This design comes from an exercise in tuning for small area on the open sky130 flow, not from production work.
Function was checked by simulation only, so behaviour that the tests miss may differ from the original.

===== nco_cos.hex =====
169
169
169
169
169
169
169
169
169
169
169
169
168
168
168
168
168
167
167
167
167
166
166
166
165
165
165
164
164
164
163
163
162
162
161
161
161
160
160
15f
15f
15e
15d
15d
15c
15c
15b
15a
15a
159
158
158
157
156
156
155
154
153
153
152
151
150
14f
14f
14e
14d
14c
14b
14a
149
149
148
147
146
145
144
143
142
141
140
13f
13e
13d
13b
13a
139
138
137
136
135
134
132
131
130
12f
12e
12c
12b
12a
129
127
126
125
124
122
121
120
11e
11d
11b
11a
119
117
116
114
113
112
110
10f
10d
10c
10a
109
107
106
104
103
101
100
0fe
0fc
0fb
0f9
0f8
0f6
0f4
0f3
0f1
0ef
0ee
0ec
0ea
0e9
0e7
0e5
0e4
0e2
0e0
0de
0dd
0db
0d9
0d7
0d5
0d4
0d2
0d0
0ce
0cc
0cb
0c9
0c7
0c5
0c3
0c1
0bf
0be
0bc
0ba
0b8
0b6
0b4
0b2
0b0
0ae
0ac
0aa
0a8
0a6
0a4
0a2
0a0
09e
09c
09a
098
096
094
092
090
08e
08c
08a
088
086
084
082
080
07e
07c
07a
078
076
073
071
06f
06d
06b
069
067
065
063
060
05e
05c
05a
058
056
053
051
04f
04d
04b
049
046
044
042
040
03e
03c
039
037
035
033
031
02e
02c
02a
028
026
023
021
01f
01d
01b
018
016
014
012
010
00d
00b
009
007
004
002
000
3fe
3fc
3f9
3f7
3f5
3f3
3f0
3ee
3ec
3ea
3e8
3e5
3e3
3e1
3df
3dd
3da
3d8
3d6
3d4
3d2
3cf
3cd
3cb
3c9
3c7
3c4
3c2
3c0
3be
3bc
3ba
3b7
3b5
3b3
3b1
3af
3ad
3aa
3a8
3a6
3a4
3a2
3a0
39d
39b
399
397
395
393
391
38f
38d
38a
388
386
384
382
380
37e
37c
37a
378
376
374
372
370
36e
36c
36a
368
366
364
362
360
35e
35c
35a
358
356
354
352
350
34e
34c
34a
348
346
344
342
341
33f
33d
33b
339
337
335
334
332
330
32e
32c
32b
329
327
325
323
322
320
31e
31c
31b
319
317
316
314
312
311
30f
30d
30c
30a
308
307
305
304
302
301
2ff
2fd
2fc
2fa
2f9
2f7
2f6
2f4
2f3
2f1
2f0
2ee
2ed
2ec
2ea
2e9
2e7
2e6
2e5
2e3
2e2
2e0
2df
2de
2dc
2db
2da
2d9
2d7
2d6
2d5
2d4
2d2
2d1
2d0
2cf
2ce
2cc
2cb
2ca
2c9
2c8
2c7
2c6
2c5
2c3
2c2
2c1
2c0
2bf
2be
2bd
2bc
2bb
2ba
2b9
2b8
2b7
2b7
2b6
2b5
2b4
2b3
2b2
2b1
2b1
2b0
2af
2ae
2ad
2ad
2ac
2ab
2aa
2aa
2a9
2a8
2a8
2a7
2a6
2a6
2a5
2a4
2a4
2a3
2a3
2a2
2a1
2a1
2a0
2a0
29f
29f
29f
29e
29e
29d
29d
29c
29c
29c
29b
29b
29b
29a
29a
29a
299
299
299
299
298
298
298
298
298
297
297
297
297
297
297
297
297
297
297
297
297
297
297
297
297
297
297
297
297
297
297
297
298
298
298
298
298
299
299
299
299
29a
29a
29a
29b
29b
29b
29c
29c
29c
29d
29d
29e
29e
29f
29f
29f
2a0
2a0
2a1
2a1
2a2
2a3
2a3
2a4
2a4
2a5
2a6
2a6
2a7
2a8
2a8
2a9
2aa
2aa
2ab
2ac
2ad
2ad
2ae
2af
2b0
2b1
2b1
2b2
2b3
2b4
2b5
2b6
2b7
2b7
2b8
2b9
2ba
2bb
2bc
2bd
2be
2bf
2c0
2c1
2c2
2c3
2c5
2c6
2c7
2c8
2c9
2ca
2cb
2cc
2ce
2cf
2d0
2d1
2d2
2d4
2d5
2d6
2d7
2d9
2da
2db
2dc
2de
2df
2e0
2e2
2e3
2e5
2e6
2e7
2e9
2ea
2ec
2ed
2ee
2f0
2f1
2f3
2f4
2f6
2f7
2f9
2fa
2fc
2fd
2ff
300
302
304
305
307
308
30a
30c
30d
30f
311
312
314
316
317
319
31b
31c
31e
320
322
323
325
327
329
32b
32c
32e
330
332
334
335
337
339
33b
33d
33f
341
342
344
346
348
34a
34c
34e
350
352
354
356
358
35a
35c
35e
360
362
364
366
368
36a
36c
36e
370
372
374
376
378
37a
37c
37e
380
382
384
386
388
38a
38d
38f
391
393
395
397
399
39b
39d
3a0
3a2
3a4
3a6
3a8
3aa
3ad
3af
3b1
3b3
3b5
3b7
3ba
3bc
3be
3c0
3c2
3c4
3c7
3c9
3cb
3cd
3cf
3d2
3d4
3d6
3d8
3da
3dd
3df
3e1
3e3
3e5
3e8
3ea
3ec
3ee
3f0
3f3
3f5
3f7
3f9
3fc
3fe
000
002
004
007
009
00b
00d
010
012
014
016
018
01b
01d
01f
021
023
026
028
02a
02c
02e
031
033
035
037
039
03c
03e
040
042
044
046
049
04b
04d
04f
051
053
056
058
05a
05c
05e
060
063
065
067
069
06b
06d
06f
071
073
076
078
07a
07c
07e
080
082
084
086
088
08a
08c
08e
090
092
094
096
098
09a
09c
09e
0a0
0a2
0a4
0a6
0a8
0aa
0ac
0ae
0b0
0b2
0b4
0b6
0b8
0ba
0bc
0be
0bf
0c1
0c3
0c5
0c7
0c9
0cb
0cc
0ce
0d0
0d2
0d4
0d5
0d7
0d9
0db
0dd
0de
0e0
0e2
0e4
0e5
0e7
0e9
0ea
0ec
0ee
0ef
0f1
0f3
0f4
0f6
0f8
0f9
0fb
0fc
0fe
0ff
101
103
104
106
107
109
10a
10c
10d
10f
110
112
113
114
116
117
119
11a
11b
11d
11e
120
121
122
124
125
126
127
129
12a
12b
12c
12e
12f
130
131
132
134
135
136
137
138
139
13a
13b
13d
13e
13f
140
141
142
143
144
145
146
147
148
149
149
14a
14b
14c
14d
14e
14f
14f
150
151
152
153
153
154
155
156
156
157
158
158
159
15a
15a
15b
15c
15c
15d
15d
15e
15f
15f
160
160
161
161
161
162
162
163
163
164
164
164
165
165
165
166
166
166
167
167
167
167
168
168
168
168
168
169
169
169
169
169
169
169
169
169
169
169

===== nco_sin.hex =====
000
3fe
3fc
3f9
3f7
3f5
3f3
3f0
3ee
3ec
3ea
3e8
3e5
3e3
3e1
3df
3dd
3da
3d8
3d6
3d4
3d2
3cf
3cd
3cb
3c9
3c7
3c4
3c2
3c0
3be
3bc
3ba
3b7
3b5
3b3
3b1
3af
3ad
3aa
3a8
3a6
3a4
3a2
3a0
39d
39b
399
397
395
393
391
38f
38d
38a
388
386
384
382
380
37e
37c
37a
378
376
374
372
370
36e
36c
36a
368
366
364
362
360
35e
35c
35a
358
356
354
352
350
34e
34c
34a
348
346
344
342
341
33f
33d
33b
339
337
335
334
332
330
32e
32c
32b
329
327
325
323
322
320
31e
31c
31b
319
317
316
314
312
311
30f
30d
30c
30a
308
307
305
304
302
301
2ff
2fd
2fc
2fa
2f9
2f7
2f6
2f4
2f3
2f1
2f0
2ee
2ed
2ec
2ea
2e9
2e7
2e6
2e5
2e3
2e2
2e0
2df
2de
2dc
2db
2da
2d9
2d7
2d6
2d5
2d4
2d2
2d1
2d0
2cf
2ce
2cc
2cb
2ca
2c9
2c8
2c7
2c6
2c5
2c3
2c2
2c1
2c0
2bf
2be
2bd
2bc
2bb
2ba
2b9
2b8
2b7
2b7
2b6
2b5
2b4
2b3
2b2
2b1
2b1
2b0
2af
2ae
2ad
2ad
2ac
2ab
2aa
2aa
2a9
2a8
2a8
2a7
2a6
2a6
2a5
2a4
2a4
2a3
2a3
2a2
2a1
2a1
2a0
2a0
29f
29f
29f
29e
29e
29d
29d
29c
29c
29c
29b
29b
29b
29a
29a
29a
299
299
299
299
298
298
298
298
298
297
297
297
297
297
297
297
297
297
297
297
297
297
297
297
297
297
297
297
297
297
297
297
298
298
298
298
298
299
299
299
299
29a
29a
29a
29b
29b
29b
29c
29c
29c
29d
29d
29e
29e
29f
29f
29f
2a0
2a0
2a1
2a1
2a2
2a3
2a3
2a4
2a4
2a5
2a6
2a6
2a7
2a8
2a8
2a9
2aa
2aa
2ab
2ac
2ad
2ad
2ae
2af
2b0
2b1
2b1
2b2
2b3
2b4
2b5
2b6
2b7
2b7
2b8
2b9
2ba
2bb
2bc
2bd
2be
2bf
2c0
2c1
2c2
2c3
2c5
2c6
2c7
2c8
2c9
2ca
2cb
2cc
2ce
2cf
2d0
2d1
2d2
2d4
2d5
2d6
2d7
2d9
2da
2db
2dc
2de
2df
2e0
2e2
2e3
2e5
2e6
2e7
2e9
2ea
2ec
2ed
2ee
2f0
2f1
2f3
2f4
2f6
2f7
2f9
2fa
2fc
2fd
2ff
300
302
304
305
307
308
30a
30c
30d
30f
311
312
314
316
317
319
31b
31c
31e
320
322
323
325
327
329
32b
32c
32e
330
332
334
335
337
339
33b
33d
33f
341
342
344
346
348
34a
34c
34e
350
352
354
356
358
35a
35c
35e
360
362
364
366
368
36a
36c
36e
370
372
374
376
378
37a
37c
37e
380
382
384
386
388
38a
38d
38f
391
393
395
397
399
39b
39d
3a0
3a2
3a4
3a6
3a8
3aa
3ad
3af
3b1
3b3
3b5
3b7
3ba
3bc
3be
3c0
3c2
3c4
3c7
3c9
3cb
3cd
3cf
3d2
3d4
3d6
3d8
3da
3dd
3df
3e1
3e3
3e5
3e8
3ea
3ec
3ee
3f0
3f3
3f5
3f7
3f9
3fc
3fe
000
002
004
007
009
00b
00d
010
012
014
016
018
01b
01d
01f
021
023
026
028
02a
02c
02e
031
033
035
037
039
03c
03e
040
042
044
046
049
04b
04d
04f
051
053
056
058
05a
05c
05e
060
063
065
067
069
06b
06d
06f
071
073
076
078
07a
07c
07e
080
082
084
086
088
08a
08c
08e
090
092
094
096
098
09a
09c
09e
0a0
0a2
0a4
0a6
0a8
0aa
0ac
0ae
0b0
0b2
0b4
0b6
0b8
0ba
0bc
0be
0bf
0c1
0c3
0c5
0c7
0c9
0cb
0cc
0ce
0d0
0d2
0d4
0d5
0d7
0d9
0db
0dd
0de
0e0
0e2
0e4
0e5
0e7
0e9
0ea
0ec
0ee
0ef
0f1
0f3
0f4
0f6
0f8
0f9
0fb
0fc
0fe
0ff
101
103
104
106
107
109
10a
10c
10d
10f
110
112
113
114
116
117
119
11a
11b
11d
11e
120
121
122
124
125
126
127
129
12a
12b
12c
12e
12f
130
131
132
134
135
136
137
138
139
13a
13b
13d
13e
13f
140
141
142
143
144
145
146
147
148
149
149
14a
14b
14c
14d
14e
14f
14f
150
151
152
153
153
154
155
156
156
157
158
158
159
15a
15a
15b
15c
15c
15d
15d
15e
15f
15f
160
160
161
161
161
162
162
163
163
164
164
164
165
165
165
166
166
166
167
167
167
167
168
168
168
168
168
169
169
169
169
169
169
169
169
169
169
169
169
169
169
169
169
169
169
169
169
169
169
169
168
168
168
168
168
167
167
167
167
166
166
166
165
165
165
164
164
164
163
163
162
162
161
161
161
160
160
15f
15f
15e
15d
15d
15c
15c
15b
15a
15a
159
158
158
157
156
156
155
154
153
153
152
151
150
14f
14f
14e
14d
14c
14b
14a
149
149
148
147
146
145
144
143
142
141
140
13f
13e
13d
13b
13a
139
138
137
136
135
134
132
131
130
12f
12e
12c
12b
12a
129
127
126
125
124
122
121
120
11e
11d
11b
11a
119
117
116
114
113
112
110
10f
10d
10c
10a
109
107
106
104
103
101
100
0fe
0fc
0fb
0f9
0f8
0f6
0f4
0f3
0f1
0ef
0ee
0ec
0ea
0e9
0e7
0e5
0e4
0e2
0e0
0de
0dd
0db
0d9
0d7
0d5
0d4
0d2
0d0
0ce
0cc
0cb
0c9
0c7
0c5
0c3
0c1
0bf
0be
0bc
0ba
0b8
0b6
0b4
0b2
0b0
0ae
0ac
0aa
0a8
0a6
0a4
0a2
0a0
09e
09c
09a
098
096
094
092
090
08e
08c
08a
088
086
084
082
080
07e
07c
07a
078
076
073
071
06f
06d
06b
069
067
065
063
060
05e
05c
05a
058
056
053
051
04f
04d
04b
049
046
044
042
040
03e
03c
039
037
035
033
031
02e
02c
02a
028
026
023
021
01f
01d
01b
018
016
014
012
010
00d
00b
009
007
004
002

===== run.sh =====
#!/bin/bash
# synth_recipe.tcl (not shown) runs the flow's synth.tcl, then flattens the netlist and writes it again
# the make line also repeats each setting of config.mk as NAME=value (left out here)
make -C /OpenROAD-flow-scripts/flow DESIGN_CONFIG=/design/flow/config.mk WORK_HOME=/design/flow/orfs CLKGATE_MAP_FILE= SYNTH_SCRIPT=/design/flow/synth_recipe.tcl finish

===== config.mk =====
export PLATFORM = sky130hd
export DESIGN_NAME = transmitter
export DESIGN_NICKNAME = transmitter
export VERILOG_FILES = /design/flow/design.v
export SDC_FILE = /design/flow/constraint.sdc
export NUM_CORES = 4
export LEC_CHECK = 0
export CAP_MARGIN = 20
export CORE_MARGIN = 2
export CORE_UTILIZATION = 45
export SLEW_MARGIN = 20
export SYNTH_MEMORY_MAX_BITS = 16384

===== constraint.sdc =====
create_clock -name core_clock -period 10.0 [get_ports {clk}]
set_input_delay 2.0000 -clock core_clock [delete_from_list [all_inputs] [get_ports {clk}]]
set_output_delay 2.0000 -clock core_clock [all_outputs]
set_load 0.01 [all_outputs]

===== design.v =====
module lfsr #(
  parameter [63:0] INIT = 64'h0000000000000001
) (
  input             clk,
  input             rst,
  output reg [31:0] rnd
);
  reg [63:0] shifter;
  always @(posedge clk) begin
    if (rst) begin
      shifter <= INIT;
      rnd    <= 32'd0;
    end else begin
      if (shifter[0])
        shifter <= {1'b0, shifter[63:1]} ^ 64'hd800000000000000;
      else
        shifter <= {1'b0, shifter[63:1]};
      rnd <= shifter[63:32] ^ shifter[31:0];
    end
  end
endmodule
module nco (
  input             clk,
  input             rst,
  input      [31:0] frequency,
  output reg [79:0] lo_i,     
  output reg [79:0] lo_q
);
  reg [9:0] sin_array [0:1023];
  reg [9:0] cos_array [0:1023];
  initial begin
    $readmemh("nco_sin.hex", sin_array);
    $readmemh("nco_cos.hex", cos_array);
  end
  reg [31:0] frequency_d1, frequency_d2, frequency_d3;
  reg [31:0] accum;
  reg [31:0] tree_0, tree_1;
  reg [31:0] tree_00, tree_01, tree_10, tree_11;
  reg [31:0] tree_000, tree_001, tree_010, tree_011;
  reg [31:0] tree_100, tree_101, tree_110, tree_111;
  reg [31:0] w_0, w_1, w_2, w_3, w_4, w_5, w_6, w_7;
  always @(posedge clk) begin
    frequency_d1 <= frequency;
    frequency_d2 <= frequency_d1;
    frequency_d3 <= frequency_d2;
    if (rst)
      accum <= 32'd0;
    else
      accum <= accum + {frequency[28:0], 3'b000};
    tree_0 <= accum;
    tree_1 <= accum + {frequency_d1[29:0], 2'b00};
    tree_00 <= tree_0;
    tree_01 <= tree_0 + {frequency_d2[30:0], 1'b0};
    tree_10 <= tree_1;
    tree_11 <= tree_1 + {frequency_d2[30:0], 1'b0};
    tree_000 <= tree_00;
    tree_001 <= tree_00 + frequency_d3;
    tree_010 <= tree_01;
    tree_011 <= tree_01 + frequency_d3;
    tree_100 <= tree_10;
    tree_101 <= tree_10 + frequency_d3;
    tree_110 <= tree_11;
    tree_111 <= tree_11 + frequency_d3;
    w_0 <= tree_000;
    w_1 <= tree_001;
    w_2 <= tree_010;
    w_3 <= tree_011;
    w_4 <= tree_100;
    w_5 <= tree_101;
    w_6 <= tree_110;
    w_7 <= tree_111;
    lo_q[ 9: 0] <= sin_array[w_0[31:22]];
    lo_q[19:10] <= sin_array[w_1[31:22]];
    lo_q[29:20] <= sin_array[w_2[31:22]];
    lo_q[39:30] <= sin_array[w_3[31:22]];
    lo_q[49:40] <= sin_array[w_4[31:22]];
    lo_q[59:50] <= sin_array[w_5[31:22]];
    lo_q[69:60] <= sin_array[w_6[31:22]];
    lo_q[79:70] <= sin_array[w_7[31:22]];
    lo_i[ 9: 0] <= cos_array[w_0[31:22]];
    lo_i[19:10] <= cos_array[w_1[31:22]];
    lo_i[29:20] <= cos_array[w_2[31:22]];
    lo_i[39:30] <= cos_array[w_3[31:22]];
    lo_i[49:40] <= cos_array[w_4[31:22]];
    lo_i[59:50] <= cos_array[w_5[31:22]];
    lo_i[69:60] <= cos_array[w_6[31:22]];
    lo_i[79:70] <= cos_array[w_7[31:22]];
  end
endmodule
module interpolate #(
  parameter INTERPOLATION_FACTOR = 8192,
  parameter OUTPUT_WIDTH         = 24,
  parameter WIDTH                = 8
) (
  input                             clk,
  input                             rst,
  input      [WIDTH-1:0]            in_data,
  output reg                        in_ack,
  output reg [8*OUTPUT_WIDTH-1:0]   out_data   
);
  localparam OW = OUTPUT_WIDTH;
  reg [$clog2(INTERPOLATION_FACTOR)-1:0] count;
  reg signed [OW-1:0] last_input, delta;
  reg signed [OW-1:0] delta_d1, delta_d2, delta_d3;
  reg signed [OW-1:0] accum;
  reg signed [OW-1:0] tree_0, tree_1;
  reg signed [OW-1:0] tree_00, tree_01, tree_10, tree_11;
  reg signed [OW-1:0] tree_000, tree_001, tree_010, tree_011;
  reg signed [OW-1:0] tree_100, tree_101, tree_110, tree_111;
  wire signed [OW-1:0] in_ext = {{(OW-WIDTH){in_data[WIDTH-1]}}, in_data};
  always @(posedge clk) begin
    if (rst) begin
      count      <= 0;
      last_input <= 0;
      delta      <= 0;
      in_ack     <= 1'b0;
      accum      <= 0;
    end else begin
      if (count == 0) begin
        count      <= INTERPOLATION_FACTOR - 1;
        last_input <= in_ext;
        delta      <= in_ext - last_input;
        in_ack     <= 1'b1;
      end else begin
        count      <= count - 1'b1;
        in_ack     <= 1'b0;
      end
      accum <= accum + {delta[OW-4:0], 3'b000};
    end
    delta_d1 <= delta;
    delta_d2 <= delta_d1;
    delta_d3 <= delta_d2;
    tree_0 <= accum;
    tree_1 <= accum + {delta_d1[OW-3:0], 2'b00};
    tree_00 <= tree_0;
    tree_01 <= tree_0 + {delta_d2[OW-2:0], 1'b0};
    tree_10 <= tree_1;
    tree_11 <= tree_1 + {delta_d2[OW-2:0], 1'b0};
    tree_000 <= tree_00;
    tree_001 <= tree_00 + delta_d3;
    tree_010 <= tree_01;
    tree_011 <= tree_01 + delta_d3;
    tree_100 <= tree_10;
    tree_101 <= tree_10 + delta_d3;
    tree_110 <= tree_11;
    tree_111 <= tree_11 + delta_d3;
    out_data <= {tree_111, tree_110, tree_101, tree_100,
                 tree_011, tree_010, tree_001, tree_000};
  end
endmodule
module dac_interface #(
  parameter WIDTH = 32
) (
  input                  clk,
  input                  rst,
  input  [8*WIDTH-1:0]   in_data,    
  input                  dithering,
  output reg [7:0]       dac
);
  wire [31:0] rand_0, rand_1, rand_2, rand_3, rand_4, rand_5, rand_6, rand_7;
  lfsr #(.INIT(64'h0000004000800001)) lfsr_0 (.clk(clk), .rst(rst), .rnd(rand_0));
  lfsr #(.INIT(64'h000e000600000004)) lfsr_1 (.clk(clk), .rst(rst), .rnd(rand_1));
  lfsr #(.INIT(64'h0000005000400001)) lfsr_2 (.clk(clk), .rst(rst), .rnd(rand_2));
  lfsr #(.INIT(64'h0000500000000001)) lfsr_3 (.clk(clk), .rst(rst), .rnd(rand_3));
  lfsr #(.INIT(64'h000000000c000005)) lfsr_4 (.clk(clk), .rst(rst), .rnd(rand_4));
  lfsr #(.INIT(64'h00000a00d0000001)) lfsr_5 (.clk(clk), .rst(rst), .rnd(rand_5));
  lfsr #(.INIT(64'h000000000f000007)) lfsr_6 (.clk(clk), .rst(rst), .rnd(rand_6));
  lfsr #(.INIT(64'h00000a0000000001)) lfsr_7 (.clk(clk), .rst(rst), .rnd(rand_7));
  wire [8*32-1:0] rand_all = {rand_7, rand_6, rand_5, rand_4,
                              rand_3, rand_2, rand_1, rand_0};
  reg [7:0] dithered;
  integer k;
  always @(posedge clk) begin
    for (k = 0; k < 8; k = k + 1) begin
      dithered[k] <= $signed(in_data[WIDTH*k +: WIDTH]) >
                     $signed(rand_all[32*k +: WIDTH]);
      if (dithering)
        dac[k] <= dithered[k];
      else
        dac[k] <= in_data[WIDTH*k + WIDTH - 1];
    end
  end
endmodule
module transmitter (
  input         clk,
  input         rst,
  input  [31:0] frequency,
  input         frequency_stb,
  output        frequency_ack,
  input  [31:0] control,
  input         control_stb,
  output        control_ack,
  input  [31:0] amplitude,
  input         amplitude_stb,
  output        amplitude_ack,
  output [7:0]  rf,
  output reg    tx_rx,
  output reg    tx_pa
);
  reg        dithering;
  reg [31:0] frequency_reg;
  always @(posedge clk) begin
    if (rst) begin
      dithering     <= 1'b0;
      tx_rx         <= 1'b0;
      tx_pa         <= 1'b0;
      frequency_reg <= 32'd0;
    end else begin
      if (control_stb) begin
        dithering <= control[0];
        tx_rx     <= control[1];
        tx_pa     <= control[2];
      end
      if (frequency_stb)
        frequency_reg <= frequency;
    end
  end
  assign control_ack   = 1'b1;
  assign frequency_ack = 1'b1;
  wire [79:0]   lo_i, lo_q;
  wire [8*24-1:0] i_full_rate, q_full_rate;
  nco nco_inst_1 (
    .clk(clk), .rst(rst), .frequency(frequency_reg),
    .lo_i(lo_i), .lo_q(lo_q)
  );
  interpolate #(.INTERPOLATION_FACTOR(8192), .OUTPUT_WIDTH(13 + 3 + 8), .WIDTH(8))
  interpolate_inst_1 (
    .clk(clk), .rst(rst), .in_data(amplitude[23:16]), .in_ack(amplitude_ack),
    .out_data(i_full_rate)
  );
  interpolate #(.INTERPOLATION_FACTOR(8192), .OUTPUT_WIDTH(13 + 3 + 8), .WIDTH(8))
  interpolate_inst_2 (
    .clk(clk), .rst(rst), .in_data(amplitude[7:0]), .in_ack(),
    .out_data(q_full_rate)
  );
  reg signed [33:0] i_out [0:7];
  reg signed [33:0] q_out [0:7];
  reg [8*32-1:0] out_all;
  integer k;
  reg signed [34:0] temp;
  always @(posedge clk) begin
    for (k = 0; k < 8; k = k + 1) begin
      i_out[k] <= $signed(i_full_rate[24*k +: 24]) * $signed(lo_i[10*k +: 10]);
      q_out[k] <= $signed(q_full_rate[24*k +: 24]) * $signed(lo_q[10*k +: 10]);
      temp = {i_out[k][33], i_out[k]} + {q_out[k][33], q_out[k]};
      out_all[32*k +: 32] <= temp[32:1];
    end
  end
  dac_interface #(.WIDTH(32)) dac_interface_inst_1 (
    .clk(clk), .rst(rst), .in_data(out_all), .dithering(dithering), .dac(rf)
  );
endmodule

==> notes.md <==
[critical path, delay by kind of cell, from the launching register on]
| kind | cells | cell delay, ns |
|---|---|---|
| xor gates and xnor gates | 1 | 0.15 |
| buffers and inverters | 4 | 0.68 |
| DFF | 1 | 0.83 |
| AOI/OAI and AO/OA | 8 | 2.22 |
| and+or+nand+nor | 2 | 0.60 |
| adders and majority gates | 6 | 2.61 |
[placed cells by master, fill, tap and decap left out, types with 60 or more instances in the layout]
cell type | netlist | final
fa_1 | 3116 | 3116
a22oi_1 | 67 | 67
nand3_1 | 355 | 355
clkbuf_16 | 0 | 373
a21o_1 | 528 | 528
or3_1 | 83 | 83
nor2_1 | 1991 | 1988
o221ai_1 | 82 | 82
mux2i_1 | 176 | 176
or2_2 | 102 | 102
nor3_1 | 367 | 367
xnor2_1 | 1217 | 1217
xor2_1 | 317 | 317
o21a_1 | 218 | 218
dfxtp_1 | 3321 | 3261
mux4_2 | 100 | 100
clkdlybuf4s50_1 | 0 | 63
buf_4 | 2 | 284
and2_1 | 1399 | 1399
o211ai_1 | 250 | 250
a211oi_1 | 308 | 308
a31oi_1 | 251 | 251
a221oi_1 | 105 | 105
nor2b_1 | 922 | 922
inv_1 | 4173 | 4167
and3_1 | 122 | 122
o311ai_0 | 80 | 80
nand2_1 | 3623 | 3623
o31ai_1 | 108 | 108
a311oi_1 | 85 | 85
nand4_1 | 105 | 105
o21ai_0 | 1553 | 1552
o2111ai_1 | 60 | 60
o22ai_1 | 121 | 121
a21oi_1 | 1956 | 1956
ha_1 | 2412 | 2412
nand2b_1 | 322 | 322
o21bai_1 | 146 | 146
[metal layers]
layer	wire, µm	share of wire (%)	track usage (%)
met2	366000	44	40.2
met3	61800	7.4	4.36
met5	185	0.022	0
met1	361000	43	35.1
met4	43400	5.2	11.8
[cell type report]
type	instances	area share (%)
Multi-Input combinational cell	23393	64.3
Sequential cell	3321	21.8
Inverter	4208	5.18
Tap cell	8379	3.44
Clock buffer	484	3.37
Timing Repair Buffer	355	0.952
Clock inverter	189	0.850
Antenna cell	30	0.0246
[path summary, 6_finish.rpt]
check                                    end  slack, ns  cells past startpoint
min reg2reg  interpolate_inst_1.out_data[15]       0.26                      0
max                             i_out[7][32]       2.79                     21
max reg2reg                     i_out[7][32]       2.79                     21
min          interpolate_inst_1.out_data[15]       0.26                      0
[cells by family (layout without fill, tap and decap cells)]
| group | Yosys count | after routing | share of synthesized area, % |
|---|---|---|---|
| AO/OA/AOI/OAI | 6484 | 6484 | 14.3 |
| XOR/XNOR | 1534 | 1534 | 4.71 |
| adder cells (fa/ha/maj) | 5529 | 5529 | 32.5 |
| buffers and inverters | 5963 | 5236 | 7.86 |
| flip-flops | 3321 | 3321 | 23.3 |
| multiplexers | 333 | 333 | 1.63 |
| other | 1 | 32 | 0.00132 |
| AND/OR/NAND/NOR | 9511 | 9511 | 15.7 |
[stage by stage]
stage          utilization [%]  cells  instance area (µm²)  worst slack (ns)
2_1_floorplan                -  32677               285000              4.07
3_3_place_gp              46.2  39656               292000              2.95
3_5_place_dp              46.2  39656               292000              2.90
4_1_cts                   48.3  40329               305000              2.81
5_1_grt                   48.3  40334               305000              2.39
6_report                  48.3  40359               305000              2.79
==> out/qor.csv <==
stage,metric,value,unit
yosys,ys_seq_area_share,23.3,%
clock_tree,root_buffer,clkbuf_16,
run_status,status,no timing/DRC/antenna violations,
finish,n_fill_cell,60390,
clock_tree,cts_setup_buffers,0,
floorplan,core,632000,µm²
route,drt_iter0_markers,18916,
grt,grt_pass1_vias,226194,
floorplan,rows,292,
route,routed_wl,833000,µm
clock_tree,clkLatencyLatePin,1.10,ns
yosys,synthTopCellsByArea,"dfxtp_1, fa_1, ha_1, inv_1, nand2_1",
timing,fin_skew,0.117,ns
setup_path,arrival,8.13,ns
finish,multi_input_area,196000,µm²
yosys,synth_ff_type,dfxtp_1,
clock_tree,cts_hold_buf,0,
floorplan,num_io_pins,114,
setup_path,end_kind,flip-flop,
grt,antenna_found_initial,92,
timing,hold_violations,0,
clock_tree,path_clk_slew,0.06,ns
grt,grt_overflow,0,
yosys,synth_most_common_cell,inv_1,
setup_path,crit_fanout,30,
route,antenna_left,0,
clock_tree,cts-resized-gates,0,
timing,worstMarginPinSlew,1.23,ns
timing,relSlewSlack,16.9,%
grt,grt_pass1_wl,1310000,µm
finish,drive_above_1_share,4.15,%
timing,hold-worst-slack,0.264,ns
place,gp_congestion,0.991,
hold_path,hold_start,interpolate_inst_1.tree_000[15],
setup_path,cp_slowest_cell,dfxtp_4,
setup_path,crit_type,flip-flop to flip-flop,
timing,max_freq,139,MHz
hold_path,hold_class,flip-flop to flip-flop,
yosys,yosys.area.top_type,dfxtp_1,
yosys,synth-async-reset-ratio,0,%
yosys,yosysWarnings,14,
setup_path,worstSetupStartpointType,flip-flop,
route,wire_per_inst,20.6,µm
yosys,ys_types,100,
yosys,synth_area,285000,µm²
setup_path,startpoint,interpolate_inst_1.out_data[168],
yosys,syn_inst,32676,
grt,track_usage,25.8,%
finish,top_regs,"i_out x257, q_out x257, out_all x253",
route,vias_per_cell,5.57,
clock_tree,numCtsBuffers,368,
clock_tree,cts_tree,yes,
setup_path,required,10.93,ns
floorplan,die_w,800,µm
timing,grt_setup_unrepaired,no,
setup_path,r2r_start,interpolate_inst_1.out_data[168],
finish,final_net_count,37276,
route,vias,224944,
timing,finalSetupViolations,0,
finish,ff_latch_area,66600,µm²
yosys,synth-edff-count,0,
finish,syn2layout_area_growth,6.98,%
setup_path,path_cells,buf_4 > nand2b_1 > fa_1 > fa_1 > inv_1 > fa_1 > fa_1 > inv_1 > fa_1 > inv_1 > ha_1 > or3_1 > a211oi_1 > o41ai_1 > a211oi_1 > a21oi_1 > o21ai_0 > o21ai_0 > a21o_1 > a21oi_1 > xnor2_1,
timing,period_needed,7.21,ns
setup_path,cp_slowest_stage_delay,0.83,ns
route,firstDrtPassIters,8,
route,drc,0,
grt,grt_max_degree,193,
clock_tree,clock_sinks,3321,
floorplan,die_area,640000,µm²
yosys,avgSynthCellArea,8.73,µm²
timing,min_period_over_period,72.1,%
flow_run,maxCapViolations,0,
place,dp_hpwl,637000,µm
yosys,synth_commonest_cells,"inv_1, nand2_1, dfxtp_1",
timing,finalSetupTns,0,ns
clock_tree,htree_levels,5,
floorplan,start_util,45.1,%
yosys,ys_seq_elements,3321,
clock_tree,cts_buffer_depth,4,
place,port_buffers,65,
yosys,netlist.area_leader.share,23.3,%
floorplan,die-height,800,µm
timing,drv_slew,0,
setup_path,crit_path_frequent_cell,fa_1,

what the ideal ports hide:
No port has a modelled driver above. Below, the same layout with a new extraction and two added sets of constraints. Step 1: set_driving_cell puts a clkbuf_16 on clk and a buf_2 on each other input, an assumption about the parent block. Step 2 also shifts input and output timing later by t, the mid clock arrival at the registers, as if the neighbouring blocks saw the same clock. Three values: no drivers, after step 1, after step 2; two values: the first two.
shift t [ns]: 1.175
setup WS [ns]: 2.794 / 2.794 / 2.794
worst hold slack (ns): 0.264 / 0.264 / 0.264
worst setup path after step 2: register to register
latest minus earliest clock arrival (ns): 0.127 / 0.127
After both steps this run still meets setup and hold. For this run, drivers alone change the setup slack by 0.000 ns; drivers and shift together by 0.000 ns.
